Background: an optimization exercise with open tools, aiming at small area. Do not read the settings as production practice. The RTL was checked by simulation tests, not by an equivalence proof against the original design. Power and IR drop assume default switching activity.

==> flow/design.v <==
`timescale 1ns / 1ps
module rca #(parameter N = 8) (a, b, ci, s);
input [N-1:0] a, b;
input ci;
output [N-1:0] s;
wire [N:0] c;
assign c[0] = ci;
genvar i;
generate for (i = 0; i < N; i = i + 1) begin : fa
  assign s[i] = a[i] ^ b[i] ^ c[i];
  assign c[i+1] = (a[i] & b[i]) | (c[i] & (a[i] ^ b[i]));
end endgenerate
endmodule
`timescale 1ns / 1ps
module todoPID(clk,rst,yactual,referencia,ena2,PWMin);
input clk,rst;
input [8:0]yactual,referencia;
output reg ena2;
output reg [17:0]PWMin;
reg [5:0]  L;
reg [8:0]  H;
reg [17:0] J;       
reg [8:0]  yp;      
wire w = ena2;
wire k8  = ~w & L[3] & ~L[2] & ~L[1] & ~L[0];
wire k12 = ~w & L[3] &  L[2] & ~L[1] & ~L[0];
wire k13 = ~w & L[3] &  L[2] & ~L[1] &  L[0];
wire k16 = ~w & L[4] & ~L[1] & ~L[0];
wire k18 = ~w & L[4] &  L[1];
wire last = w & H[8] & H[7] & H[2] & H[1] & L[5] & L[3] & L[0];  
wire [5:0] Ln;
rca #(6) incl(L, 6'd0, 1'b1, Ln);
wire [8:0] Hn;
rca #(9) inch(H, 9'd0, w & (&L), Hn);
wire [8:0] e;
rca #(9) sub_e(referencia & {9{k8}}, ~yactual & {9{k8}}, k8, e);
wire [11:0] e7;
rca #(12) mul7({e[8],e,3'b0}, ~{{3{e[8]}},e}, 1'b1, e7);
wire [17:0] je;
rca #(18) add_j(J, {{6{e7[11]}},e7}, 1'b0, je);
wire [8:0] nd;
rca #(9) sub_d(~yactual & {9{k12}}, yp, 1'b0, nd);
wire [16:0] Jh = J[17:1];
wire [16:0] pwh;
wire ts1 = Jh[6] ^ H[3];
wire tc2 = Jh[6] & H[3];
wire ts3 = Jh[7] ^ H[4] ^ H[7];
wire tc4 = (Jh[7] & H[4]) | (H[7] & (Jh[7] ^ H[4]));
wire ts5 = Jh[8] ^ H[5] ^ H[8];
wire tc6 = (Jh[8] & H[5]) | (H[8] & (Jh[8] ^ H[5]));
wire ts7 = Jh[3] ^ H[0] ^ H[3];
wire tc8 = (Jh[3] & H[0]) | (H[3] & (Jh[3] ^ H[0]));
wire ts9 = Jh[4] ^ H[1] ^ H[4];
wire tc10 = (Jh[4] & H[1]) | (H[4] & (Jh[4] ^ H[1]));
wire ts11 = yp[1] ^ yp[3];
wire tc12 = yp[1] & yp[3];
wire ts13 = Jh[5] ^ H[2] ^ H[5];
wire tc14 = (Jh[5] & H[2]) | (H[5] & (Jh[5] ^ H[2]));
wire ts15 = yp[2] ^ yp[4] ^ yp[5];
wire tc16 = (yp[2] & yp[4]) | (yp[5] & (yp[2] ^ yp[4]));
wire ts17 = ts1 ^ H[6] ^ yp[0];
wire tc18 = (ts1 & H[6]) | (yp[0] & (ts1 ^ H[6]));
wire ts19 = yp[3] ^ yp[5] ^ yp[6];
wire tc20 = (yp[3] & yp[5]) | (yp[6] & (yp[3] ^ yp[5]));
wire ts21 = ts3 ^ yp[1] ^ yp[4];
wire tc22 = (ts3 & yp[1]) | (yp[4] & (ts3 ^ yp[1]));
wire ts23 = yp[6] ^ yp[7] ^ tc2;
wire tc24 = (yp[6] & yp[7]) | (tc2 & (yp[6] ^ yp[7]));
wire ts25 = ts5 ^ yp[2] ^ yp[5];
wire tc26 = (ts5 & yp[2]) | (yp[5] & (ts5 ^ yp[2]));
wire ts27 = yp[7] ^ yp[8] ^ tc4;
wire tc28 = (yp[7] & yp[8]) | (tc4 & (yp[7] ^ yp[8]));
wire ts29 = Jh[9] ^ H[6] ^ yp[3];
wire tc30 = (Jh[9] & H[6]) | (yp[3] & (Jh[9] ^ H[6]));
wire ts31 = yp[6] ^ yp[8] ^ tc6;
wire tc32 = (yp[6] & yp[8]) | (tc6 & (yp[6] ^ yp[8]));
wire ts33 = Jh[10] ^ H[7] ^ yp[4];
wire tc34 = (Jh[10] & H[7]) | (yp[4] & (Jh[10] ^ H[7]));
wire ts35 = Jh[11] ^ H[8];
wire tc36 = Jh[11] & H[8];
wire ts37 = Jh[1] ^ H[1];
wire tc38 = Jh[1] & H[1];
wire ts39 = Jh[2] ^ H[2] ^ yp[1];
wire tc40 = (Jh[2] & H[2]) | (yp[1] & (Jh[2] ^ H[2]));
wire ts41 = ts7 ^ yp[0] ^ yp[2];
wire tc42 = (ts7 & yp[0]) | (yp[2] & (ts7 ^ yp[0]));
wire ts43 = ts9 ^ ts11 ^ yp[4];
wire tc44 = (ts9 & ts11) | (yp[4] & (ts9 ^ ts11));
wire ts45 = ts13 ^ ts15 ^ tc10;
wire tc46 = (ts13 & ts15) | (tc10 & (ts13 ^ ts15));
wire ts47 = ts17 ^ ts19 ^ tc14;
wire tc48 = (ts17 & ts19) | (tc14 & (ts17 ^ ts19));
wire ts49 = ts21 ^ ts23 ^ tc18;
wire tc50 = (ts21 & ts23) | (tc18 & (ts21 ^ ts23));
wire ts51 = ts25 ^ ts27 ^ tc22;
wire tc52 = (ts25 & ts27) | (tc22 & (ts25 ^ ts27));
wire ts53 = ts29 ^ ts31 ^ tc26;
wire tc54 = (ts29 & ts31) | (tc26 & (ts29 ^ ts31));
wire ts55 = ts33 ^ yp[7] ^ tc30;
wire tc56 = (ts33 & yp[7]) | (tc30 & (ts33 ^ yp[7]));
wire ts57 = ts35 ^ yp[5] ^ yp[8];
wire tc58 = (ts35 & yp[5]) | (yp[8] & (ts35 ^ yp[5]));
wire ts59 = Jh[12] ^ yp[6];
wire tc60 = Jh[12] & yp[6];
wire ts61 = Jh[0] ^ H[0];
wire tc62 = Jh[0] & H[0];
wire ts63 = ts37 ^ yp[0] ^ yp[1];
wire tc64 = (ts37 & yp[0]) | (yp[1] & (ts37 ^ yp[0]));
wire ts65 = ts39 ^ yp[2] ^ tc38;
wire tc66 = (ts39 & yp[2]) | (tc38 & (ts39 ^ yp[2]));
wire ts67 = ts41 ^ yp[3] ^ tc40;
wire tc68 = (ts41 & yp[3]) | (tc40 & (ts41 ^ yp[3]));
wire ts69 = ts43 ^ tc8 ^ tc42;
wire tc70 = (ts43 & tc8) | (tc42 & (ts43 ^ tc8));
wire ts71 = ts45 ^ tc12 ^ tc44;
wire tc72 = (ts45 & tc12) | (tc44 & (ts45 ^ tc12));
wire ts73 = ts47 ^ tc16 ^ tc46;
wire tc74 = (ts47 & tc16) | (tc46 & (ts47 ^ tc16));
wire ts75 = ts49 ^ tc20 ^ tc48;
wire tc76 = (ts49 & tc20) | (tc48 & (ts49 ^ tc20));
wire ts77 = ts51 ^ tc24 ^ tc50;
wire tc78 = (ts51 & tc24) | (tc50 & (ts51 ^ tc24));
wire ts79 = ts53 ^ tc28 ^ tc52;
wire tc80 = (ts53 & tc28) | (tc52 & (ts53 ^ tc28));
wire ts81 = ts55 ^ tc32 ^ tc54;
wire tc82 = (ts55 & tc32) | (tc54 & (ts55 ^ tc32));
wire ts83 = ts57 ^ tc34 ^ tc56;
wire tc84 = (ts57 & tc34) | (tc56 & (ts57 ^ tc34));
wire ts85 = ts59 ^ tc36 ^ tc58;
wire tc86 = (ts59 & tc36) | (tc58 & (ts59 ^ tc36));
wire ts87 = Jh[13] ^ yp[7] ^ tc60;
wire tc88 = (Jh[13] & yp[7]) | (tc60 & (Jh[13] ^ yp[7]));
wire ts89 = Jh[14] ^ yp[8];
wire tc90 = Jh[14] & yp[8];
wire ps0 = ts61 ^ yp[0];
wire pc0 = ts61 & yp[0];
wire ps1 = ts63 ^ tc62 ^ pc0;
wire pc1 = (ts63 & tc62) | (pc0 & (ts63 ^ tc62));
wire ps2 = ts65 ^ tc64 ^ pc1;
wire pc2 = (ts65 & tc64) | (pc1 & (ts65 ^ tc64));
wire ps3 = ts67 ^ tc66 ^ pc2;
wire pc3 = (ts67 & tc66) | (pc2 & (ts67 ^ tc66));
wire ps4 = ts69 ^ tc68 ^ pc3;
wire pc4 = (ts69 & tc68) | (pc3 & (ts69 ^ tc68));
wire ps5 = ts71 ^ tc70 ^ pc4;
wire pc5 = (ts71 & tc70) | (pc4 & (ts71 ^ tc70));
wire ps6 = ts73 ^ tc72 ^ pc5;
wire pc6 = (ts73 & tc72) | (pc5 & (ts73 ^ tc72));
wire ps7 = ts75 ^ tc74 ^ pc6;
wire pc7 = (ts75 & tc74) | (pc6 & (ts75 ^ tc74));
wire ps8 = ts77 ^ tc76 ^ pc7;
wire pc8 = (ts77 & tc76) | (pc7 & (ts77 ^ tc76));
wire ps9 = ts79 ^ tc78 ^ pc8;
wire pc9 = (ts79 & tc78) | (pc8 & (ts79 ^ tc78));
wire ps10 = ts81 ^ tc80 ^ pc9;
wire pc10 = (ts81 & tc80) | (pc9 & (ts81 ^ tc80));
wire ps11 = ts83 ^ tc82 ^ pc10;
wire pc11 = (ts83 & tc82) | (pc10 & (ts83 ^ tc82));
wire ps12 = ts85 ^ tc84 ^ pc11;
wire pc12 = (ts85 & tc84) | (pc11 & (ts85 ^ tc84));
wire ps13 = ts87 ^ tc86 ^ pc12;
wire pc13 = (ts87 & tc86) | (pc12 & (ts87 ^ tc86));
wire ps14 = ts89 ^ tc88 ^ pc13;
wire pc14 = (ts89 & tc88) | (pc13 & (ts89 ^ tc88));
wire ps15 = Jh[15] ^ tc90 ^ pc14;
wire pc15 = (Jh[15] & tc90) | (pc14 & (Jh[15] ^ tc90));
wire ps16 = Jh[16] ^ pc15;
wire pc16 = Jh[16] & pc15;
assign pwh = {ps16, ps15, ps14, ps13, ps12, ps11, ps10, ps9, ps8, ps7, ps6, ps5, ps4, ps3, ps2, ps1, ps0};
always @(posedge clk) begin
  if (rst | last) begin
    L <= 0; ena2 <= 0;
  end else begin
    L <= Ln;
    if (k18) ena2 <= 1'b1;
  end
  if (k8) H <= {yactual[8], ~yactual[7:0]};
  else if (w) H <= Hn;
  else if (L[4]) H <= 0;
  if (rst) begin
    J <= 18'd219304; yp <= 0; PWMin <= 0;
  end else begin
    J <= je;
    if (k12) yp <= {~nd[8], nd[7:0]};
    if (k13) PWMin <= {pwh, J[0]};
    if (k16) yp <= yactual;
  end
end
endmodule
==> flow/config.mk <==
export PLATFORM = sky130hd
export DESIGN_NAME = todoPID
export DESIGN_NICKNAME = todoPID
export VERILOG_FILES = /design/flow/design.v
export SDC_FILE = /design/flow/constraint.sdc
export NUM_CORES = 4
export LEC_CHECK = 0
export CAP_MARGIN = 20
export CORE_MARGIN = 2
export CORE_UTILIZATION = 40
export GPL_TIMING_DRIVEN = 0
export SLEW_MARGIN = 20
==> flow/flow/fixpol.py <==
#!/usr/bin/env python3
"""Push inverters through full-adder cells of a flat Yosys netlist.

A full adder is self-dual: FA(~a, ~b, ~c) = (~sum, ~cout). For each
sky130 fa cell, try using it in the other polarity (complementing its three
inputs and both outputs) and keep the change when the netlist ends up with
fewer inverter cells. The logic function of every net that existed before is
unchanged; only inverters are added or removed around the full adders.

usage: fixpol.py NETLIST.v  (rewrites the file in place)
"""
import copy, re, sys

INV = 'sky130_fd_sc_hd__inv_1'

def parse(text):
    cell_re = re.compile(r'^[ \t]*(sky130_fd_sc_hd__\w+)\s+(\S+)\s*\((.*?)\);[ \t]*\n', re.S | re.M)
    cells = {}
    order = []
    spans = []
    for m in cell_re.finditer(text):
        pins = {}
        for p, v in re.findall(r'\.(\w+)\(\s*(.*?)\s*\)', m.group(3), re.S):
            pins[p] = v.strip()
        cells[m.group(2)] = {'type': m.group(1), 'pins': pins}
        order.append(m.group(2))
        spans.append((m.start(), m.end()))
    return cells, order, spans

OUTS = ('X', 'Y', 'Q', 'Q_N', 'SUM', 'COUT', 'HI', 'LO')

def is_inv(c):
    return re.search(r'__(clk)?inv_\d+$', c['type']) is not None

class Net:
    def __init__(self, cells, fixed):
        self.cells = cells
        self.fixed = fixed
        self.n = 0
        self.rebuild()
    def rebuild(self):
        self.drv = {}
        self.lds = {}
        for name, c in self.cells.items():
            for p, v in c['pins'].items():
                if p in OUTS:
                    self.drv[v] = name
                else:
                    self.lds.setdefault(v, set()).add((name, p))
    def connect(self, cell, pin, net):
        old = self.cells[cell]['pins'].get(pin)
        if old is not None:
            if pin in OUTS:
                if self.drv.get(old) == cell:
                    del self.drv[old]
            else:
                self.lds.get(old, set()).discard((cell, pin))
        self.cells[cell]['pins'][pin] = net
        if pin in OUTS:
            self.drv[net] = cell
        else:
            self.lds.setdefault(net, set()).add((cell, pin))
    def remove(self, cell):
        for p, v in self.cells[cell]['pins'].items():
            if p in OUTS:
                if self.drv.get(v) == cell:
                    del self.drv[v]
            else:
                self.lds.get(v, set()).discard((cell, p))
        del self.cells[cell]
    def fresh(self, base):
        while True:
            self.n += 1
            name = '_fp%s%d_' % (base, self.n)
            if name not in self.drv and name not in self.lds:
                return name
    def new_inv(self, a):
        y = self.fresh('n')
        name = self.fresh('i')
        self.cells[name] = {'type': INV, 'pins': {}}
        self.connect(name, 'A', a)
        self.connect(name, 'Y', y)
        return y
    def inv_of(self, net):
        for (c, p) in self.lds.get(net, ()):
            if p == 'A' and is_inv(self.cells[c]):
                return self.cells[c]['pins']['Y']
        return None
    def move_loads(self, src, dst):
        for (c, p) in list(self.lds.get(src, ())):
            self.connect(c, p, dst)
    def flip(self, f):
        pins = self.cells[f]['pins']
        for p in ('A', 'B', 'CIN'):
            x = pins[p]
            d = self.drv.get(x)
            if d is not None and is_inv(self.cells[d]):
                self.connect(f, p, self.cells[d]['pins']['A'])
            else:
                y = self.inv_of(x) or self.new_inv(x)
                self.connect(f, p, y)
        for p in ('SUM', 'COUT'):
            o = pins[p]
            o2 = self.fresh('o')
            self.connect(f, p, o2)
            for (c, q) in list(self.lds.get(o, ())):
                if c in self.cells and q == 'A' and is_inv(self.cells[c]) \
                        and self.cells[c]['pins']['Y'] not in self.fixed:
                    t = self.cells[c]['pins']['Y']
                    self.remove(c)
                    self.move_loads(t, o2)
            if self.lds.get(o) or o in self.fixed:
                name = self.fresh('i')
                self.cells[name] = {'type': INV, 'pins': {}}
                self.connect(name, 'A', o2)
                self.connect(name, 'Y', o)
        self.cleanup()
    def cleanup(self):
        changed = True
        while changed:
            changed = False
            for name in list(self.cells):
                c = self.cells.get(name)
                if c is None or not is_inv(c):
                    continue
                y = c['pins']['Y']
                if not self.lds.get(y) and y not in self.fixed:
                    self.remove(name); changed = True; continue
                d = self.drv.get(c['pins']['A'])
                if d is not None and is_inv(self.cells[d]) and y not in self.fixed:
                    self.move_loads(y, self.cells[d]['pins']['A'])
                    self.remove(name); changed = True
    def ninv(self):
        return sum(1 for c in self.cells.values() if is_inv(c))

def main():
    path = sys.argv[1]
    text = open(path).read()
    cells, order, spans = parse(text)
    body = text[:spans[0][0]] + ''.join(
        text[spans[i][1]:spans[i + 1][0]] for i in range(len(spans) - 1)) + text[spans[-1][1]:]
    fixed = set()
    for m in re.finditer(r'^\s*(input|output|inout)\s+(\[[^\]]*\]\s*)?([^;]+);', body, re.M):
        for n in m.group(3).split(','):
            n = n.strip()
            if m.group(2):
                lo, hi = sorted(int(x) for x in re.findall(r'\d+', m.group(2)))
                fixed.update('%s[%d]' % (n, i) for i in range(lo, hi + 1))
            fixed.add(n)
    for m in re.finditer(r'^\s*assign\s+(.*?);', body, re.M | re.S):
        for tok in re.findall(r'\\\S+|[A-Za-z_][\w$]*(?:\s*\[\d+\])?', m.group(1)):
            fixed.add(re.sub(r'\s+', '', tok))
    net = Net(cells, fixed)
    before = net.ninv()
    fas = [n for n in order if re.search(r'__fa_\d+$', cells[n]['type'])]
    # carry chains: runs of full adders linked COUT -> CIN (through at most one inverter)
    def nxt(nt, f):
        o = nt.cells[f]['pins']['COUT']
        for (c, p) in nt.lds.get(o, ()):
            if p == 'CIN' and c in fas:
                return c
            if p == 'A' and is_inv(nt.cells[c]):
                for (c2, p2) in nt.lds.get(nt.cells[c]['pins']['Y'], ()):
                    if p2 == 'CIN' and c2 in fas:
                        return c2
        return None
    def chains(nt):
        succ = {f: nxt(nt, f) for f in fas}
        heads = set(fas) - set(v for v in succ.values() if v)
        out = []
        for h in heads:
            ch = [h]
            while succ[ch[-1]] and len(ch) < 64:
                ch.append(succ[ch[-1]])
            out.append(ch)
        return out
    for it in range(20):
        improved = False
        cands = [[f] for f in fas]
        for ch in chains(net):
            for i in range(len(ch)):
                for j in range(i + 2, len(ch) + 1):
                    cands.append(ch[i:j])
        for group in cands:
            if any(f not in net.cells for f in group):
                continue
            trial = copy.deepcopy(net)
            for f in group:
                trial.flip(f)
            if trial.ninv() < net.ninv():
                net = trial
                improved = True
        if not improved:
            break
    after = net.ninv()
    # write back: header/wires/assigns as they were, then every cell
    nets_new = sorted({v for c in net.cells.values() for v in c['pins'].values() if v.startswith('_fp')})
    head_end = body.index(';', body.index('module')) + 1
    decl = ''.join('  wire %s;\n' % n for n in nets_new)
    endm = body.rindex('endmodule')
    out = body[:head_end] + '\n' + decl + body[head_end:endm]
    for name, c in net.cells.items():
        pins = ',\n'.join('    .%s(%s )' % (p, v) for p, v in c['pins'].items())
        out += '  %s %s (\n%s\n  );\n' % (c['type'], name, pins)
    out += body[endm:]
    open(path, 'w').write(out)
    print('fixpol: %d full adders, inverters %d -> %d' % (len(fas), before, after))

main()
==> flow/standard.sh <==
#!/bin/bash
# synth_recipe.tcl (not shown) runs the flow's synth.tcl, then flattens the netlist and writes it again
# the make line also repeats each setting of config.mk as NAME=value (left out here)
make -C /OpenROAD-flow-scripts/flow DESIGN_CONFIG=/design/flow/config.mk WORK_HOME=/design/flow/orfs CLKGATE_MAP_FILE= SYNTH_SCRIPT=/design/flow/synth_recipe.tcl "${@:-finish}"
==> flow/flow/run.sh <==
#!/bin/bash
# Own layout flow: the standard synthesis, then full adders used in the
# polarity that needs fewer inverters (flow/fixpol.py), then the standard
# layout steps with a smaller clock tree and smaller port buffers.
set -euo pipefail
R=orfs/results/$FLOW_PLATFORM/todoPID/base
export CTS_ARGS="-sink_clustering_enable -repair_clock_nets -dont_use_dummy_load -buf_list sky130_fd_sc_hd__clkbuf_8"
export BUFFER_PORTS_ARGS="-buffer_cell sky130_fd_sc_hd__buf_1"
bash standard.sh synth > synth.log 2>&1
cp $R/1_2_yosys.v yosys_before_fixpol.v
python3 flow/fixpol.py $R/1_2_yosys.v > fixpol.log 2>&1
rm -f $R/1_synth.odb
bash standard.sh finish > layout.log 2>&1
==> flow/constraint.sdc <==
create_clock -name core_clock -period 10.0 [get_ports {clk}]
set_input_delay 2.0000 -clock core_clock [delete_from_list [all_inputs] [get_ports {clk}]]
set_output_delay 2.0000 -clock core_clock [all_outputs]
set_load 0.01 [all_outputs]
==> results of run 1 <==
[critical path, delay by kind of cell]
kind | cells | cell delay, ns
compound gates | 3 | 0.25
simple gates | 2 | 0.46
fa+ha+maj | 19 | 6.37
xor+xnor | 3 | 0.46
buf+inv | 4 | 0.30
[registers in the layout (all words and copies together) (netlist names)]
register and flops:
J 18, PWMin 18, H 9, yp 9
L 6, ena2 1
[routing by layer]
| layer | vias to the layer above | track usage | part of all wire |
|---|---|---|---|
| met3 | 16 | 0.0372 | 0.044 |
| met2 | 51 | 0.301 | 0.51 |
| li1 | 1406 | - | - |
| met4 | 0 | 0.0535 | 0.020 |
| met1 | 1525 | 0.210 | 0.43 |
| met5 | - | 0 | 0 |
[through the flow]
step	setup WS (ns)	cell area [sq um]	cells
after floorplan	0.112	4590	409
after global placement	-0.374	4910	590
after detailed placement	-0.417	4910	590
after CTS	0.0220	5060	600
after global routing	0.0215	5080	600
final	0.349	5080	600
[what timing repair did]
action	CTS	global route
pin swaps	1	3
setup endpoints to repair	1	2
buffers inserted	1	0
gates cloned	0	0
gates resized for setup	4	9
[report_power, final]
group	switching (uW)	internal (uW)
Combinational	43.9	39.2
Sequential	8.95	256
Clock	89.9	80.1
[final cells by class]
class	instances	area [sq um]
timing repair buffer	39	150
fill	1112	6240
multi-input combinational	303	3140
tap	143	179
sequential	61	1310
clock buffer	9	124
inverter	29	109
buffer	16	66.3
[worst max path at each step]
stage	to	cells after the start	slack, ns
2_1_floorplan	J[17]$_SDFF_PP1_	29	0.11
3_3_place_gp	J[17]$_SDFF_PP1_	31	-0.37
3_5_place_dp	J[17]$_SDFF_PP1_	31	-0.42
4_1_cts	J[17]$_SDFF_PP1_	30	0.02
5_1_grt	J[17]$_SDFF_PP1_	31	0.02
6_report	J[17]$_SDFF_PP1_	31	0.35
==> impl_metrics.tcl, run 1 <==
set metrics [dict create \
    outcome "no timing/DRC/antenna violations" \
    crit_slowest_cell "fa_1" \
    power.total_uw 518 \
    cp.arrival_ns 9.85 \
    grt_start_max_net_pins 11 \
    antenna_found_initial 0 \
    drt-total-wl_um 9460 \
    slew_violations 0 \
    timing.fmax_mhz 104 \
    r2r_slack_ns 1.03 \
    final_nets 595 \
    root_buffer "clkbuf_8" \
    core_sq_um 11300 \
    avgSynthCellArea_sq_um 11.2 \
    die_w_um 111 \
    ant_nets 0 \
    period_needed_ns 9.65 \
    die_h_um 111 \
    cts_tree "yes" \
    initial_core_util 0.406 \
    vias_per_cell 5.00 \
    timing.slew.headroom 0.444 \
    grt.total_usage 0.171 \
    path_class "primary input to flop" \
    final_core_util 0.449 \
    hold_viol_final 0 \
    ys_warn_count 2 \
    gp_congestion 0.836 \
    cp-end-kind "flop" \
    drt_iter0_drc 110 \
    gr-total-overflow 0 \
    leakagePower_uw 0.00207 \
    whs_ns 0.455 \
    h-tree-depth 3 \
    ios 39 \
    startpoint "yactual[0]" \
    grt_pass1_vias 3259 \
    peakVddDrop_v 0.0000750 \
    insertion_delay_ns 0.34 \
    critical_path.max_stage_delay_ns 0.59 \
    cts-buffers-inserted 9 \
    final_common_cell "fa_1" \
    fin_skew_ns 0.0142 \
    timing.rr.end "J[17]$_SDFF_PP1_" \
    synth_area_sq_um 4590 \
    diodes 0 \
    cp-start-kind "primary input" \
    rsz0062_at_grt "no" \
    clock_path_buffers 2 \
    fin_crit_sh 0.965 \
    worst_pin_slew_ns 0.831 \
    cts_hold_buf 0 \
    clkSlewWorstSetupHoldPaths_ns 0.06 \
    grt_pass1_wl_um 16300 \
    syn-num-nets 545 \
    cts_sinks 61 \
    r2r-start "L[0]$_SDFF_PP0_" \
    power.density_nw_per_um2 102 \
    rr_worst_depth 34 \
    cp_common_cell "fa_2" \
    via_count 2998 \
    setup_viol_count_final 0 \
    syn2layout_area_growth_pct 10.6 \
    hp-class "flop to flop" \
    drtPass1Iterations 4 \
    critPathRequiredTime_ns 10.20 \
    synth_cells 409 \
    drc 0 \
    place_hpwl_um 7760 \
    min_path_cells 2 \
    maxCapViolCount 0 \
    hold_start "PWMin[9]$_SDFFE_PP0P_" \
    rows 39 \
    final_cell_mix "fa_1 (77), nand2_1 (71), dfxtp_1 (52), buf_1 (38), inv_1 (29)" \
    tns_ns 0 \
    drive_gt1_frac 0.0832 \
    path_max_fanout 3 \
    wl_per_cell_um 15.8 \
    min_to "PWMin[9]$_SDFFE_PP0P_" \
    die-area_sq_um 12400 \
    port_buffers 38 \
]
==> inputs of run 2 (changes only) <==
--- a/flow/config.mk
+++ b/flow/config.mk
@@ -7,6 +7,5 @@
 export LEC_CHECK = 0
 export CAP_MARGIN = 20
 export CORE_MARGIN = 2
-export CORE_UTILIZATION = 40
-export GPL_TIMING_DRIVEN = 0
+export CORE_UTILIZATION = 75
 export SLEW_MARGIN = 20
==> impl_metrics.tcl, run 2 <==
set metrics [dict create \
    outcome "no timing/DRC/antenna violations" \
    timing.slew.headroom 0.599 \
    insertion_delay_ns 0.34 \
    diodes 0 \
    die-area_sq_um 6760 \
    setup_viol_count_final 0 \
    via_count 3075 \
    pwr-share-clk 0.320 \
    cts_sinks 61 \
    cp.arrival_ns 10.04 \
    power.density_nw_per_um2 104 \
    switching_power_uw 139 \
    top_regs "J (18), PWMin (18)" \
    antenna_found_initial 0 \
    synth_area_sq_um 4590 \
    ys_warn_count 2 \
    critical_path.max_stage_delay_ns 0.51 \
    avgSynthCellArea_sq_um 11.2 \
    vias_per_cell 5.87 \
    root_buffer "clkbuf_8" \
    cts_tree "yes" \
    drt_iter0_drc 154 \
    multi_input_area_sq_um 3130 \
    die_w_um 82.2 \
    path_class "primary input to flop" \
    clock_path_buffers 2 \
    fin_ws_ns 0.173 \
    syn2layout_area_growth_pct 8.31 \
    min_path_cells 2 \
    crit_slowest_cell "fa_1" \
    maxCapViolCount 0 \
    ant_nets 0 \
    slew_violations 0 \
    seq_power_share 0.515 \
    timing.rr.end "J[17]$_SDFF_PP1_" \
    drc 0 \
    power.total_uw 516 \
    final_cell_mix "fa_1 (83), nand2_1 (71), dfxtp_1 (52), buf_1 (38), inv_1 (29)" \
    fin_cells 524 \
    grt_pass1_vias 3316 \
    peakVddDrop_v 0.0000824 \
    syn-num-nets 545 \
    preCtsSetupSlack_ns -0.369 \
    grt_start_max_net_pins 39 \
    synth_cells 409 \
    core_sq_um 5920 \
    critPathRequiredTime_ns 10.21 \
    timing.fmax_mhz 102 \
    drive_gt1_frac 0.0780 \
    die_h_um 82.2 \
    fin_skew_ns 0.0155 \
    sw_frac_of_total 0.270 \
    period_needed_ns 9.83 \
    fin_crit_sh 0.983 \
    power_frac_comb 0.164 \
    final_common_cell "fa_1" \
    regArea_sq_um 1310 \
    cp-end-kind "flop" \
    wl_per_cell_um 18.1 \
    initial_core_util 0.776 \
    fillerInstances 339 \
    cts_setup_buffers 0 \
    p_int_uw 377 \
    clkSlewWorstSetupHoldPaths_ns 0.06 \
    ios 39 \
    port_buffers 38 \
    h-tree-depth 3 \
    leakagePower_uw 0.00207 \
    r2r-start "ena2$_SDFFE_PP0P_" \
    final_nets 587 \
    grt_pass1_wl_um 15700 \
    dp.cells 515 \
    gr-total-overflow 0 \
    path_max_fanout 2 \
    min_to "PWMin[0]$_SDFFE_PP0P_" \
    hp-class "flop to flop" \
    worst_pin_slew_ns 0.601 \
    hold_viol_final 0 \
    cts-buffers-inserted 9 \
    hold_start "PWMin[0]$_SDFFE_PP0P_" \
    rr_worst_depth 32 \
    rows 28 \
    place_hpwl_um 7470 \
    drtPass1Iterations 5 \
    gp_congestion 0.915 \
    drt-total-wl_um 9490 \
    cp-start-kind "primary input" \
    cp_common_cell "fa_1" \
    grt.total_usage 0.328 \
    r2r_slack_ns 0.56 \
]
-- run 2: changes by cell type in the layout (fill, tap and decap cells not counted) --
cell / change
buf_2: -5
buf_4: +8
clkbuf_1: -11
fa_1: +6
fa_2: -6
-- run 2: worst max-delay path: cells and delay by family --
kind	cells	cell delay, ns
buf+inv	5	0.39
xor+xnor	2	0.31
fa+ha+maj	19	6.66
compound gates	2	0.22
simple gates	2	0.47
-- run 2: how the worst max path moves through the flow --
stage	start	end	slack [ns]	cells after the start
2_1_floorplan	yactual[0]	J[17]$_SDFF_PP1_	0.11	29
3_3_place_gp	yactual[0]	J[17]$_SDFF_PP1_	-0.1	30
3_5_place_dp	yactual[0]	J[17]$_SDFF_PP1_	-0.37	30
4_1_cts	yactual[0]	J[17]$_SDFF_PP1_	0.01	30
5_1_grt	yactual[0]	J[17]$_SDFF_PP1_	-0.02	30
6_report	yactual[0]	J[17]$_SDFF_PP1_	0.17	30
-- run 2: layout make-up --
class,count,area share
multi-input combinational,303,0.628
inverter,29,0.0219
sequential,61,0.264
tap,75,0.0189
timing repair buffer,47,0.0423
clock buffer,9,0.0249
-- run 2: timing repair --
action / in CTS / in global routing
pin swaps: 0 / 2
endpoints found under the hold margin: 0 / 0
setup endpoints to repair: 1 / 2
resized for setup: 1 / 6
hold buffers: 0 / 0
-- run 2: power groups by stage --
stage	clock [uW]	combinational, uW	sequential [uW]
global placement	0	79.3	271
detailed placement	0	84.5	271
floorplan	0	64.8	268
finish	165	84.8	266
CTS	167	85.2	266
global route	175	99.8	267
-- run 2: routing by layer --
metal,track usage,share of wire,routed length [um]
met1,0.398,0.39,3660
met2,0.568,0.53,5070
met3,0.0598,0.049,466
met4,0.153,0.030,286
met5,0,0,0
-- run 2: per-stage QoR --
stage / util / hold WS [ns] / cell area, sq um / setup TNS [ns]
floorplan: - / 0.436 / 4590 / 0
global placement: 0.816 / 0.442 / 4830 / -0.136
detailed placement: 0.816 / 0.446 / 4830 / -0.644
CTS: 0.837 / 0.453 / 4960 / 0
global route: 0.840 / 0.475 / 4970 / -0.0159
finish: 0.840 / 0.451 / 4970 / 0
==> inputs of run 3 (changes only) <==
--- a/flow/config.mk
+++ b/flow/config.mk
@@ -7,5 +7,5 @@
 export LEC_CHECK = 0
 export CAP_MARGIN = 20
 export CORE_MARGIN = 2
-export CORE_UTILIZATION = 75
+export CORE_UTILIZATION = 60
 export SLEW_MARGIN = 20
==> impl_metrics.tcl, run 3 <==
set metrics [dict create \
    outcome "no timing/DRC/antenna violations" \
    min_path_cells 2 \
    via_count 2922 \
    fin_cells 550 \
    grt_pass1_wl_um 15500 \
    worst_pin_slew_ns 0.576 \
    grt.total_usage 0.244 \
    die_h_um 91.5 \
    drc 0 \
    timing.slew.headroom 0.616 \
    grt_pass1_vias 3156 \
    cts-buffers-inserted 9 \
    insertion_delay_ns 0.34 \
    cts_tree "yes" \
    place_hpwl_um 7060 \
    syn2layout_area_growth_pct 9.46 \
    clock_path_buffers 2 \
    rr_worst_depth 33 \
    fillerInstances 584 \
    wl_per_cell_um 16.0 \
    die_w_um 91.5 \
    ios 39 \
    multi_input_area_sq_um 3130 \
    peakVddDrop_v 0.0000707 \
    cp.arrival_ns 9.85 \
    syn-num-nets 545 \
    ys_warn_count 2 \
    cts_sinks 61 \
    place_area_sq_um 4870 \
    vias_per_cell 5.31 \
    synth_cells 409 \
    cp_common_cell "fa_1" \
    whs_ns 0.454 \
    root_buffer "clkbuf_8" \
    dp.cells 540 \
    setup_viol_count_final 0 \
    synth_area_sq_um 4590 \
    final_cell_mix "fa_1 (83), nand2_1 (71), dfxtp_1 (52), buf_1 (38), inv_1 (29)" \
    cp-start-kind "primary input" \
    period_needed_ns 9.64 \
    drt-total-wl_um 8790 \
    critPathTopFamily "adder cells" \
    rsz0062_at_grt "no" \
    drive_gt1_frac 0.0843 \
    min_to "PWMin[14]$_SDFFE_PP0P_" \
    cts_hold_buf 0 \
    critPathBufInv 4 \
    h-tree-depth 3 \
    drt_iter0_drc 74 \
    r2r_slack_ns 0.84 \
    initial_core_util 0.626 \
    fin_crit_sh 0.964 \
    timing.rr.end "J[17]$_SDFF_PP1_" \
    core_sq_um 7330 \
    hold_viol_final 0 \
    fin_skew_ns 0.0112 \
    cp-end-kind "flop" \
    final_area_sq_um 5030 \
    avgSynthCellArea_sq_um 11.2 \
    hold_start "PWMin[14]$_SDFFE_PP0P_" \
    hp-class "flop to flop" \
    grt_start_max_net_pins 39 \
    clkSlewWorstSetupHoldPaths_ns 0.06 \
    path_class "primary input to flop" \
    die-area_sq_um 8370 \
    path_max_fanout 2 \
    critical_path.max_stage_delay_ns 0.55 \
    diodes 0 \
    antenna_found_initial 0 \
    power.density_nw_per_um2 102 \
    leakagePower_uw 0.00209 \
    timing.fmax_mhz 104 \
    crit_slowest_cell "fa_1" \
    gp_congestion 0.856 \
    regArea_sq_um 1310 \
    slew_violations 0 \
    ant_nets 0 \
    critPathRequiredTime_ns 10.21 \
    r2r-start "L[0]$_SDFF_PP0_" \
    rows 31 \
    port_buffers 38 \
    final_common_cell "fa_1" \
    gr-total-overflow 0 \
    maxCapViolCount 0 \
    drtPass1Iterations 4 \
    top_regs "J (18), PWMin (18)" \
    final_nets 589 \
]
[run 3: area by class of cell]
class / instances / area share
Tap cell: 99 / 0.0246
Clock buffer: 9 / 0.0246
Sequential cell: 61 / 0.261
Inverter: 29 / 0.0217
Multi-Input combinational cell: 303 / 0.623
Timing Repair Buffer: 49 / 0.0448
[run 3: worst max path at each step]
stage | slack [ns] | endpoint | cells past startpoint | startpoint
floorplan | 0.11 | J[17]$_SDFF_PP1_ | 29 | yactual[0]
global placement | -0.12 | J[17]$_SDFF_PP1_ | 30 | yactual[0]
detailed placement | -0.27 | J[17]$_SDFF_PP1_ | 31 | yactual[0]
CTS | 0.04 | J[17]$_SDFF_PP1_ | 31 | yactual[0]
global route | 0.03 | J[17]$_SDFF_PP1_ | 30 | yactual[0]
finish | 0.36 | J[17]$_SDFF_PP1_ | 31 | yactual[0]
[run 3: report_power, final]
group | switching [uW] | internal (uW)
logic | 42.0 | 39.7
clock network | 86.1 | 80.1
registers | 9.22 | 256
[run 3: tightest hold or removal path: stages (launching register included)]
cell and delay [ns]:
dfxtp_1 0.31, nand2_1 0.05, a21oi_1 0.05
[run 3: metal layers]
metal,routed length [um],GRT usage,up-vias
met5,0,0,-
met4,198,0.0972,0
met3,404,0.0456,15
met2,4520,0.413,63
met1,3660,0.309,1449
li1,-,-,1395
[run 3: metrics by stage]
| stage | power, uW | setup slack [ns] | util | setup TNS (ns) |
|---|---|---|---|---|
| finish | 513 | 0.363 | 0.686 | 0 |
| global route | 547 | 0.0305 | 0.686 | 0 |
| CTS | 520 | 0.0366 | 0.681 | 0 |
| detailed placement | 354 | -0.272 | 0.664 | -0.449 |
| global placement | 351 | -0.124 | 0.664 | -0.184 |
| floorplan | 333 | 0.112 | - | 0 |
[run 3: timing repair]
| item | in CTS | in global routing |
|---|---|---|
| endpoints found under the setup margin | 0 | 2 |
| buffers inserted | 0 | 1 |
| resized for setup | 0 | 8 |
| hold endpoints to repair | 0 | 0 |
==> inputs of run 4 (changes only) <==
--- a/flow/config.mk
+++ b/flow/config.mk
@@ -7,5 +7,5 @@
 export LEC_CHECK = 0
 export CAP_MARGIN = 20
 export CORE_MARGIN = 2
-export CORE_UTILIZATION = 60
+export CORE_UTILIZATION = 40
 export SLEW_MARGIN = 20
==> impl_metrics.tcl, run 4 <==
set metrics [dict create \
    rr_worst_depth 32 \
    outcome "no timing/DRC/antenna violations" \
    min_path_cells 2 \
    peakVddDrop_v 0.0000697 \
    core_sq_um 11300 \
    cp-end-kind "flop" \
    top_regs "J (18), PWMin (18)" \
    leakagePower_uw 0.00208 \
    grt_pass1_wl_um 16300 \
    clock_path_buffers 2 \
    cts_sinks 61 \
    gr-total-overflow 0 \
    synth_cells 409 \
    drtPass1Iterations 4 \
    timing.slew.headroom 0.604 \
    preCtsSetupSlack_ns -0.312 \
    drt_iter0_drc 121 \
    timing.fmax_mhz 102 \
    rows 39 \
    r2r-start "L[0]$_SDFF_PP0_" \
    crit_slowest_cell "fa_1" \
    cts-buffers-inserted 9 \
    r2r_slack_ns 0.69 \
    final_nets 588 \
    vias_per_cell 4.99 \
    gp_congestion 0.820 \
    syn-num-nets 545 \
    path_class "primary input to flop" \
    period_needed_ns 9.77 \
    path_max_fanout 2 \
    final_common_cell "fa_1" \
    syn2layout_area_growth_pct 10.4 \
    fin_ws_ns 0.233 \
    wl_per_cell_um 15.7 \
    diodes 0 \
    place_area_sq_um 4920 \
    drt-total-wl_um 9290 \
    cts_tree "yes" \
    hold_viol_final 0 \
    clkSlewWorstSetupHoldPaths_ns 0.08 \
    grt.total_usage 0.169 \
    synth_area_sq_um 4590 \
    port_buffers 38 \
    drive_gt1_frac 0.0822 \
    cp_common_cell "fa_1" \
    die_h_um 111 \
    ys_warn_count 2 \
    hold_start "PWMin[3]$_SDFFE_PP0P_" \
    worst_pin_slew_ns 0.595 \
    cp.arrival_ns 10.00 \
    maxCapViolCount 0 \
    critPathRequiredTime_ns 10.23 \
    via_count 2959 \
    final_area_sq_um 5070 \
    cp-start-kind "primary input" \
    drc 0 \
    fin_crit_sh 0.977 \
    power.density_nw_per_um2 102 \
    die_w_um 111 \
    grt_pass1_vias 3273 \
    ant_nets 0 \
    timing.rr.end "J[17]$_SDFF_PP1_" \
    insertion_delay_ns 0.35 \
    place_hpwl_um 7550 \
    root_buffer "clkbuf_8" \
    slew_violations 0 \
    ios 39 \
    setup_viol_count_final 0 \
    initial_core_util 0.406 \
    min_to "PWMin[3]$_SDFFE_PP0P_" \
    hp-class "flop to flop" \
    startpoint "yactual[0]" \
    antenna_found_initial 0 \
    grt_start_max_net_pins 39 \
    fin_skew_ns 0.0263 \
    h-tree-depth 3 \
    critical_path.max_stage_delay_ns 0.58 \
    avgSynthCellArea_sq_um 11.2 \
    die-area_sq_um 12400 \
    final_cell_mix "fa_1 (82), nand2_1 (71), dfxtp_1 (52), buf_1 (38), inv_1 (29)" \
]
==> run 4: worst max path at each step <==
stage / end / slack (ns) / cells past startpoint
after floorplan: J[17]$_SDFF_PP1_ / 0.11 / 29
after global placement: J[17]$_SDFF_PP1_ / -0.13 / 30
after detailed placement: J[17]$_SDFF_PP1_ / -0.31 / 30
after CTS: J[17]$_SDFF_PP1_ / 0.06 / 30
after global routing: J[17]$_SDFF_PP1_ / -0.1 / 30
final: J[17]$_SDFF_PP1_ / 0.23 / 30
==> run 4: timing repair <==
action / CTS / global route
setup endpoints to repair: 0 / 2
buffers inserted: 0 / 0
gates resized for setup: 0 / 8
hold buffers: 0 / 0
endpoints found under the hold margin: 0 / 0
==> run 4: per-stage QoR <==
stage / instances / TNS (ns) / total power, uW / utilization / hold slack (ns)
3_5_place_dp: 584 / -0.543 / 354 / 0.435 / 0.447
2_1_floorplan: 409 / 0 / 333 / - / 0.436
4_1_cts: 593 / 0 / 525 / 0.446 / 0.456
6_report: 593 / 0 / 516 / 0.448 / 0.454
3_3_place_gp: 584 / -0.206 / 351 / 0.435 / 0.443
5_1_grt: 593 / -0.0982 / 550 / 0.448 / 0.474
==> run 4: power by group <==
group,internal [uW],switching [uW]
combinational,39.5,42.4
sequential,256,9.20
clock,80.1,88.6
==> run 4: layout make-up <==
class / count / area, sq um
Tap cell: 143 / 179
Fill cell: 1093 / 6250
Inverter: 29 / 109
Clock buffer: 9 / 124
Sequential cell: 61 / 1310
Multi-Input combinational cell: 303 / 3130
Timing Repair Buffer: 48 / 218
==> run 4: layer usage <==
layer	routed length (um)	global-route usage	up-vias	share of wire
met5	0	0	-	0
met4	160	0.0436	0	0.017
met3	363	0.0339	13	0.039
met2	4900	0.307	61	0.53
met1	3860	0.205	1496	0.42
li1	-	-	1389	-
==> run 4: critical path: cells and delay by family <==
family,cells,cell delay [ns]
AOI/OAI and AO/OA,2,0.22
xor gates and xnor gates,2,0.30
and+or+nand+nor,2,0.44
buffers and inverters,5,0.36
adders and majority gates,19,6.66
==> inputs of run 5 (changes only) <==
--- a/flow/flow/run.sh
+++ b/flow/flow/run.sh
@@ -4,7 +4,7 @@
 # layout steps with a smaller clock tree and smaller port buffers.
 set -euo pipefail
 R=orfs/results/$FLOW_PLATFORM/todoPID/base
-export CTS_ARGS="-sink_clustering_enable -repair_clock_nets -dont_use_dummy_load -buf_list sky130_fd_sc_hd__clkbuf_8"
+export CTS_ARGS="-sink_clustering_enable -repair_clock_nets -dont_use_dummy_load -root_buf sky130_fd_sc_hd__clkbuf_8 -buf_list sky130_fd_sc_hd__clkbuf_4"
 export BUFFER_PORTS_ARGS="-buffer_cell sky130_fd_sc_hd__buf_1"
 bash standard.sh synth > synth.log 2>&1
 cp $R/1_2_yosys.v yosys_before_fixpol.v
--- a/flow/config.mk
+++ b/flow/config.mk
@@ -8,4 +8,5 @@
 export CAP_MARGIN = 20
 export CORE_MARGIN = 2
 export CORE_UTILIZATION = 40
+export GPL_TIMING_DRIVEN = 0
 export SLEW_MARGIN = 20
==> impl_metrics.tcl, run 5 <==
set metrics [dict create \
    ant_nets 0 \
    final_core_util 0.449 \
    cts-buffers-inserted 9 \
    path_max_fanout 3 \
    final_common_cell "fa_1" \
    critPathRequiredTime_ns 10.20 \
    core_sq_um 11300 \
    hp-class "flop to flop" \
    hold_viol_final 0 \
    ios 39 \
    outcome "no timing/DRC/antenna violations" \
    drt_iter0_drc 110 \
    critical_path.max_stage_delay_ns 0.59 \
    fin_ws_ns 0.349 \
    timing.fmax_mhz 104 \
    r2r_slack_ns 1.03 \
    vias_per_cell 5.00 \
    drtPass1Iterations 4 \
    slew_violations 0 \
    grt_pass1_vias 3259 \
    port_buffers 38 \
    initial_core_util 0.406 \
    syn2layout_area_growth_pct 10.6 \
    min_to "PWMin[9]$_SDFFE_PP0P_" \
    via_count 2998 \
    cts_tree "yes" \
    dp.cells 590 \
    leakagePower_uw 0.00207 \
    cts_hold_buf 0 \
    clock_path_buffers 2 \
    cts_sinks 61 \
    syn-num-nets 545 \
    cp-end-kind "flop" \
    maxCapViolCount 0 \
    insertion_delay_ns 0.34 \
    diodes 0 \
    rows 39 \
    cp-start-kind "primary input" \
    gr-total-overflow 0 \
    die_h_um 111 \
    r2r-start "L[0]$_SDFF_PP0_" \
    period_needed_ns 9.65 \
    fin_cells 600 \
    rr_worst_depth 34 \
    final_cell_mix "fa_1 (77), nand2_1 (71), dfxtp_1 (52), buf_1 (38), inv_1 (29)" \
    setup_viol_count_final 0 \
    die_w_um 111 \
    timing.rr.end "J[17]$_SDFF_PP1_" \
    rsz0062_at_grt "no" \
    hold_start "PWMin[9]$_SDFFE_PP0P_" \
    cp_common_cell "fa_2" \
    final_nets 595 \
    grt_pass1_wl_um 16300 \
    avgSynthCellArea_sq_um 11.2 \
    preCtsSetupSlack_ns -0.417 \
    grt.total_usage 0.171 \
    ys_warn_count 2 \
    antenna_found_initial 0 \
    place_hpwl_um 7760 \
    gp_congestion 0.836 \
    fin_crit_sh 0.965 \
    clkSlewWorstSetupHoldPaths_ns 0.06 \
    drc 0 \
    drt-total-wl_um 9460 \
    grt_start_max_net_pins 11 \
    fin_skew_ns 0.0142 \
    die-area_sq_um 12400 \
    h-tree-depth 3 \
    peakVddDrop_v 0.0000750 \
    timing.slew.headroom 0.444 \
    min_path_cells 2 \
    top_regs "J (18), PWMin (18)" \
    worst_pin_slew_ns 0.831 \
    synth_area_sq_um 4590 \
    crit_slowest_cell "fa_1" \
    drive_gt1_frac 0.0832 \
    wl_per_cell_um 15.8 \
    cp.arrival_ns 9.85 \
    final_area_sq_um 5080 \
    place_area_sq_um 4910 \
    path_class "primary input to flop" \
    root_buffer "clkbuf_8" \
    synth_cells 409 \
    power.density_nw_per_um2 102 \
]
-- run 5: cell type report --
cell class,count,area [sq um]
fillers,1112,6240
multi-input cells,303,3140
flip-flops and latches,61,1310
well taps,143,179
repair buffers,39,150
clock buffers,9,124
inverters,29,109
plain buffers,16,66.3
-- run 5: worst max path at each step --
stage	startpoint	end	slack [ns]	cells after the start
floorplan	yactual[0]	J[17]$_SDFF_PP1_	0.11	29
global placement	yactual[0]	J[17]$_SDFF_PP1_	-0.37	31
detailed placement	yactual[0]	J[17]$_SDFF_PP1_	-0.42	31
CTS	yactual[0]	J[17]$_SDFF_PP1_	0.02	30
global route	yactual[0]	J[17]$_SDFF_PP1_	0.02	31
finish	yactual[0]	J[17]$_SDFF_PP1_	0.35	31
-- run 5: metal layers --
layer | wire, um | global-route usage | share of wire
met4 | 185 | 0.0535 | 0.020
met3 | 414 | 0.0372 | 0.044
met1 | 4040 | 0.210 | 0.43
met2 | 4820 | 0.301 | 0.51
met5 | 0 | 0 | 0
-- run 5: where the power goes --
group	switching, uW	internal [uW]
sequential	8.95	256
clock	89.9	80.1
combinational	43.9	39.2
total	143	375
-- run 5: what timing repair did --
| action | 4_1_cts | 5_1_grt |
|---|---|---|
| gates resized for setup | 4 | 9 |
| pin swaps | 1 | 3 |
| buffers inserted | 1 | 0 |
| setup endpoints to repair | 1 | 2 |
-- run 5: critical path: cells and delay by family --
kind	cells	cell delay [ns]
adder cells (fa/ha/maj)	19	6.37
XOR/XNOR	3	0.46
AND/OR/NAND/NOR	2	0.46
buffers and inverters	4	0.30
AO/OA/AOI/OAI	3	0.25
-- run 5: through the flow --
step                      TNS (ns)  hold slack [ns]  total power (uW)
after floorplan                  0            0.436               333
after global placement      -0.657            0.443               352
after detailed placement    -0.754            0.447               355
after CTS                        0            0.457               525
after global routing             0            0.475               549
final                            0            0.455               518
==> inputs of run 6 (changes only) <==
==> flow/flow/run.sh (replaced) <==
#!/bin/bash
# Own layout flow: the standard synthesis; then the full adders are used in
# the polarity that needs fewer inverters (flow/fixpol.py) and the plain logic
# around them is re-mapped with ABC (flow/reabc.tcl), twice; then the standard flow's
# standard layout steps, with a clock tree without dummy loads and with buf_1
# port buffers.
set -euo pipefail
R=orfs/results/$FLOW_PLATFORM/todoPID/base
export CTS_ARGS="-sink_clustering_enable -repair_clock_nets -dont_use_dummy_load -buf_list sky130_fd_sc_hd__clkbuf_8"
export BUFFER_PORTS_ARGS="-buffer_cell sky130_fd_sc_hd__buf_1"
bash standard.sh synth > synth.log 2>&1
cp $R/1_2_yosys.v synth_standard.v
YOSYS=yosys
[ -x "$FLOW_HOME/../tools/install/yosys/bin/yosys" ] && YOSYS="$FLOW_HOME/../tools/install/yosys/bin/yosys"
export LIB="$FLOW_HOME/platforms/$FLOW_PLATFORM/lib/sky130_fd_sc_hd__tt_025C_1v80.lib"
export NETLIST="$PWD/$R/1_2_yosys.v"
export DELAY_PS=$(python3 -c "print(int(round(float('$FLOW_PERIOD_NS') * 1000)))")
export DONT_USE="$(make -s -C "$FLOW_HOME" DESIGN_CONFIG="$PWD/config.mk" WORK_HOME="$PWD/orfs" print-DONT_USE_CELLS 2>/dev/null | sed 's/^DONT_USE_CELLS[:=] *//' | tail -1)"
echo "DONT_USE: $DONT_USE" > reabc.log
for pass in 1 2; do
  python3 flow/fixpol.py "$NETLIST" >> fixpol.log 2>&1
  "$YOSYS" -c flow/reabc.tcl >> reabc.log 2>&1
done
cp $R/1_2_yosys.v synth_final.v
rm -f $R/1_synth.odb
bash standard.sh finish > layout.log 2>&1
==> flow/flow/reabc.tcl (new file) <==
# Re-map the plain logic of the synthesized netlist with ABC, keeping the
# full/half adders and the flip-flops (and so every register name) as they are.
yosys read_liberty -ignore_miss_func $::env(LIB)
yosys read_verilog $::env(NETLIST)
yosys hierarchy -top $::env(FLOW_TOP)
yosys setattr -mod -set blackbox 1 sky130_fd_sc_hd__fa_* sky130_fd_sc_hd__ha_* sky130_fd_sc_hd__df* sky130_fd_sc_hd__edf* sky130_fd_sc_hd__sdf* sky130_fd_sc_hd__conb_*
yosys flatten
yosys opt -purge
set du {}
foreach c $::env(DONT_USE) { lappend du -dont_use $c }
yosys abc -liberty $::env(LIB) {*}$du -D $::env(DELAY_PS)
yosys opt_clean -purge
yosys stat -liberty $::env(LIB)
yosys write_verilog -noattr -nohex -nodec $::env(NETLIST)
==> impl_metrics.tcl, run 6 <==
set metrics [dict create \
    outcome "no timing/DRC/antenna violations" \
    grt_pass1_wl_um 15300 \
    p_int_uw 368 \
    multi_input_area_sq_um 3090 \
    fin_skew_ns 0.0207 \
    port_buffers 38 \
    diodes 0 \
    fillerInstances 1045 \
    r2r-start "ena2$_SDFFE_PP0P_" \
    regArea_sq_um 1310 \
    gp_congestion 0.835 \
    final_common_cell "fa_1" \
    min_path_cells 2 \
    timing.rr.end "J[16]$_SDFF_PP1_" \
    path_max_fanout 3 \
    hold_viol_final 0 \
    rows 38 \
    die_h_um 110 \
    synth_area_sq_um 4470 \
    cp-start-kind "primary input" \
    timing.fmax_mhz 103 \
    whs_ns 0.452 \
    via_count 2876 \
    crit_slowest_cell "fa_1" \
    cp-end-kind "flop" \
    cts_sinks 61 \
    critPathTopFamily "adder cells" \
    final_nets 577 \
    root_buffer "clkbuf_8" \
    drt-total-wl_um 8950 \
    grt_pass1_vias 3085 \
    h-tree-depth 3 \
    slew_violations 0 \
    critPathRequiredTime_ns 10.25 \
    core_sq_um 10900 \
    seq_power_share 0.527 \
    power_frac_comb 0.134 \
    hold_start "PWMin[9]$_SDFFE_PP0P_" \
    cp_common_cell "fa_1" \
    min_to "PWMin[9]$_SDFFE_PP0P_" \
    critical_path.max_stage_delay_ns 0.51 \
    avgSynthCellArea_sq_um 11.5 \
    clkSlewWorstSetupHoldPaths_ns 0.07 \
    vias_per_cell 4.97 \
    final_cell_mix "fa_1 (83), nand2_1 (63), dfxtp_1 (52), buf_1 (37), nor2_1 (28)" \
    drc 0 \
    hp-class "flop to flop" \
    setup_viol_count_final 0 \
    maxCapViolCount 0 \
    wl_per_cell_um 15.5 \
    sw_frac_of_total 0.267 \
    clock_path_buffers 2 \
    grt_busiest_layer "met2" \
    final_core_util 0.456 \
    syn-num-nets 526 \
    place_hpwl_um 7180 \
    pwr-share-clk 0.339 \
    grt.total_usage 0.174 \
    gr-total-overflow 0 \
    die_w_um 110 \
    critPathBufInv 5 \
    path_class "primary input to flop" \
    worst_pin_slew_ns 0.832 \
    grt_start_max_net_pins 42 \
    timing.slew.headroom 0.445 \
    leakagePower_uw 0.00206 \
    synth_cells 390 \
    cts_tree "yes" \
    power.density_nw_per_um2 101 \
    drtPass1Iterations 4 \
    ys_warn_count 2 \
    switching_power_uw 134 \
    ios 39 \
    peakVddDrop_v 0.0000616 \
    rsz0062_at_grt "no" \
    ant_nets 0 \
    initial_core_util 0.411 \
    cts-buffers-inserted 9 \
    use_met2 0.309 \
    top_regs "J (18), PWMin (18)" \
    r2r_slack_ns 0.62 \
    fin_crit_sh 0.971 \
    syn2layout_area_growth_pct 10.9 \
    drive_gt1_frac 0.0478 \
    antenna_found_initial 0 \
    drt_iter0_drc 96 \
    rr_worst_depth 29 \
    grtUsageMet1 0.204 \
    cp.arrival_ns 9.96 \
    period_needed_ns 9.71 \
    insertion_delay_ns 0.36 \
    use_met3 0.0516 \
    die-area_sq_um 12000 \
]
-- run 6: metrics by stage --
stage	TNS, ns	total power (uW)	std cells	cell area (sq um)	setup WS, ns
3_3_place_gp	-0.442	336	568	4790	-0.225
2_1_floorplan	0	319	390	4470	0.205
6_report	0	502	579	4960	0.287
4_1_cts	0	512	577	4920	0.0503
3_5_place_dp	-0.632	339	568	4790	-0.318
5_1_grt	0	535	579	4960	0.0140
-- run 6: how the worst max path moves through the flow --
stage	from	slack, ns	end	depth (start not counted)
after floorplan	yactual[0]	0.21	J[16]$_SDFF_PP1_	28
after global placement	yactual[0]	-0.23	J[16]$_SDFF_PP1_	29
after detailed placement	yactual[0]	-0.32	J[17]$_SDFF_PP1_	30
after CTS	yactual[0]	0.05	J[16]$_SDFF_PP1_	29
after global routing	yactual[0]	0.01	J[16]$_SDFF_PP1_	29
final	yactual[0]	0.29	J[16]$_SDFF_PP1_	28
-- run 6: timing repair --
| item | 4_1_cts | 5_1_grt |
|---|---|---|
| pin swaps | 0 | 3 |
| cloned | 0 | 0 |
| resized for setup | 1 | 8 |
| buffers inserted | 0 | 2 |
| setup endpoints to repair | 1 | 2 |
| hold buffers | 0 | 0 |
-- run 6: final cells by class --
class,count,area share
multi-input combinational,303,0.624
sequential,61,0.264
tap,140,0.0353
timing repair buffer,40,0.0320
clock buffer,9,0.0250
inverter,26,0.0197
-- run 6: worst reg2reg max path: cells and delay by family, from the launching register on --
kind                       cells  cell delay (ns)
AOI/OAI and AO/OA              2             0.20
DFF                            1             0.46
buffers and inverters          5             0.48
adders and majority gates     19             6.87
and+or+nand+nor                3             1.27
-- run 6: routing by layer --
metal | part of all wire | vias up
met5 | 0 | -
met4 | 0.017 | 0
met2 | 0.53 | 52
li1 | - | 1360
met3 | 0.038 | 17
met1 | 0.42 | 1447
-- run 6: power groups by stage --
stage / Combinational [uW] / Clock [uW] / Sequential, uW
after floorplan: 51.1 / 0 / 268
after global placement: 66.1 / 0 / 270
after CTS: 69.8 / 178 / 265
after global routing: 82.7 / 186 / 266
after detailed placement: 69.0 / 0 / 270
final: 67.2 / 170 / 265
==> inputs of run 7 (changes only) <==
--- a/flow/config.mk
+++ b/flow/config.mk
@@ -8,5 +8,4 @@
 export CAP_MARGIN = 20
 export CORE_MARGIN = 2
 export CORE_UTILIZATION = 40
-export GPL_TIMING_DRIVEN = 0
 export SLEW_MARGIN = 20
==> impl_metrics.tcl, run 7 <==
set metrics [dict create \
    timing.fmax_mhz 104 \
    cp-start-kind "primary input" \
    h-tree-depth 3 \
    root_buffer "clkbuf_8" \
    grt_pass1_vias 3175 \
    die-area_sq_um 12000 \
    grt_start_max_net_pins 42 \
    rsz0062_at_grt "no" \
    synth_cells 390 \
    diodes 0 \
    initial_core_util 0.411 \
    syn-num-nets 526 \
    place_hpwl_um 7310 \
    power_frac_comb 0.136 \
    cts_hold_buf 0 \
    fin_crit_sh 0.964 \
    drtPass1Iterations 4 \
    maxCapViolCount 0 \
    peakVddDrop_v 0.0000893 \
    p_int_uw 368 \
    path_class "primary input to flop" \
    insertion_delay_ns 0.35 \
    r2r-start "ena2$_SDFFE_PP0P_" \
    die_h_um 110 \
    clock_path_buffers 2 \
    cts_tree "yes" \
    drt_iter0_drc 121 \
    period_needed_ns 9.64 \
    sw_frac_of_total 0.263 \
    grt.total_usage 0.179 \
    via_count 2934 \
    startpoint "yactual[0]" \
    top_regs "J (18), PWMin (18)" \
    synth_area_sq_um 4470 \
    r2r_slack_ns 0.79 \
    place_area_sq_um 4860 \
    clkSlewWorstSetupHoldPaths_ns 0.06 \
    antenna_found_initial 0 \
    avgSynthCellArea_sq_um 11.5 \
    switching_power_uw 131 \
    fin_skew_ns 0.0164 \
    cp-end-kind "flop" \
    gr-total-overflow 0 \
    final_nets 585 \
    core_sq_um 10900 \
    syn2layout_area_growth_pct 12.1 \
    min_path_cells 2 \
    die_w_um 110 \
    setup_viol_count_final 0 \
    ios 39 \
    seq_power_share 0.529 \
    final_area_sq_um 5010 \
    hp-class "flop to flop" \
    cp.arrival_ns 9.87 \
    gp_congestion 0.847 \
    cts_sinks 61 \
    rows 38 \
    slew_violations 0 \
    critPathRequiredTime_ns 10.23 \
    power.density_nw_per_um2 99.7 \
    drt-total-wl_um 9020 \
    worst_pin_slew_ns 0.675 \
    final_common_cell "fa_1" \
    hold_start "PWMin[9]$_SDFFE_PP0P_" \
    hold_viol_final 0 \
    vias_per_cell 5.00 \
    drive_gt1_frac 0.0626 \
    pwr-share-clk 0.335 \
    cts-buffers-inserted 9 \
    grt_pass1_wl_um 15800 \
    dp.cells 577 \
    ys_warn_count 2 \
    wl_per_cell_um 15.4 \
    timing.slew.headroom 0.550 \
    rr_worst_depth 29 \
    ant_nets 0 \
    port_buffers 38 \
    final_cell_mix "fa_1 (81), nand2_1 (63), dfxtp_1 (52), buf_1 (38), nor2_1 (30)" \
    path_max_fanout 3 \
    leakagePower_uw 0.00209 \
    fin_cells 587 \
    outcome "no timing/DRC/antenna violations" \
    drc 0 \
]
[run 7: repair_timing]
| action | 4_1_cts | 5_1_grt |
|---|---|---|
| gates resized for setup | 0 | 9 |
| buffers inserted | 0 | 1 |
| setup endpoints to repair | 0 | 2 |
[run 7: power groups by stage]
stage	Sequential, uW	Combinational (uW)	Clock [uW]
4_1_cts	264	70.2	177
6_report	264	68.0	167
3_5_place_dp	270	69.6	0
2_1_floorplan	268	51.1	0
5_1_grt	266	82.7	185
3_3_place_gp	270	66.8	0
[run 7: through the flow]
step / power [uW] / TNS [ns] / util / worst slack (ns) / hold WS [ns]
final: 500 / 0 / 0.460 / 0.361 / 0.454
after global routing: 533 / 0 / 0.460 / 0.0358 / 0.481
after CTS: 512 / 0 / 0.457 / 0.192 / 0.458
after detailed placement: 339 / -0.315 / 0.446 / -0.174 / 0.448
after global placement: 337 / -0.0385 / 0.446 / -0.0273 / 0.442
after floorplan: 319 / 0 / - / 0.205 / 0.429
[run 7: path summary, 6_finish.rpt]
kind	endpoint
setup / recovery	J[16]$_SDFF_PP1_
hold / removal	PWMin[9]$_SDFFE_PP0P_
setup reg to reg	J[16]$_SDFF_PP1_
hold reg to reg	PWMin[9]$_SDFFE_PP0P_
[run 7: routing by layer]
layer | vias to the layer above | part of all wire | global-route usage | wire, um
met2 | 54 | 0.51 | 0.310 | 4610
met1 | 1482 | 0.42 | 0.215 | 3800
met5 | - | 0 | 0 | 0
met3 | 20 | 0.038 | 0.0421 | 345
met4 | 0 | 0.029 | 0.0714 | 261
li1 | 1378 | - | - | -
[run 7: worst max-delay path: stages]
cell and delay [ns]:
buf_1 0.10, or3_4 0.38, fa_2 0.36, fa_2 0.35
fa_1 0.39, fa_1 0.37, clkinv_1 0.07, fa_1 0.46
fa_2 0.41, fa_1 0.38, clkinv_1 0.06, ha_1 0.13
a21oi_1 0.05, fa_1 0.38, fa_1 0.37, clkinv_1 0.06
ha_1 0.12, o21ba_1 0.16, fa_1 0.57, fa_2 0.20
clkinv_1 0.07, fa_1 0.38, fa_2 0.35, fa_2 0.35
fa_2 0.34, fa_1 0.38, fa_1 0.42, or2_0 0.21
[run 7: final cells by class]
type | count | area [sq um]
Fill cell | 1047 | 5870
Multi-Input combinational cell | 303 | 3090
Sequential cell | 61 | 1310
Timing Repair Buffer | 48 | 218
Tap cell | 140 | 175
Clock buffer | 9 | 124
Inverter | 26 | 97.6

==> static timing again, ports no longer ideal <==
No port has a modelled driver above. Below, the same layouts with a new extraction and two added sets of constraints. Step 1 assumes that a clkbuf_16 drives the clock port and a buf_2 every other input. Step 2 adds t to the input delays and takes it off the output delays; t is the mean of the earliest and latest rising clock arrival at the registers after step 1. Input paths then give back, and output paths get back, about the clock's delay inside the block. Three values: ideal ports, drivers, drivers and shift; two values: the first two.
run	shift t [ns]	slack for setup (ns)	hold slack, ns	worst setup path after step 2	slew at the worst register clock pin (ns)
run 1	0.368	0.349 / 0.352 / -0.016	0.455 / 0.455 / 0.455	input to register	0.07 / 0.07
run 2	0.365	0.173 / 0.180 / -0.185	0.451 / 0.451 / 0.451	input to register	0.07 / 0.07
run 3	0.365	0.363 / 0.364 / -0.001	0.454 / 0.454 / 0.454	input to register	0.07 / 0.07
run 4	0.366	0.233 / 0.236 / -0.130	0.454 / 0.454 / 0.454	input to register	0.08 / 0.08
run 5	0.368	0.349 / 0.352 / -0.016	0.455 / 0.455 / 0.455	input to register	0.07 / 0.07
run 6	0.382	0.287 / 0.298 / -0.083	0.452 / 0.452 / 0.452	input to register	0.07 / 0.07
run 7	0.371	0.361 / 0.361 / -0.010	0.454 / 0.454 / 0.454	input to register	0.07 / 0.07
Met with ideal ports but missed after step 2: setup timing in every run listed. The setup slack of run 7, which loses most, moves by 0.000 ns with the drivers and by -0.371 ns with both steps.
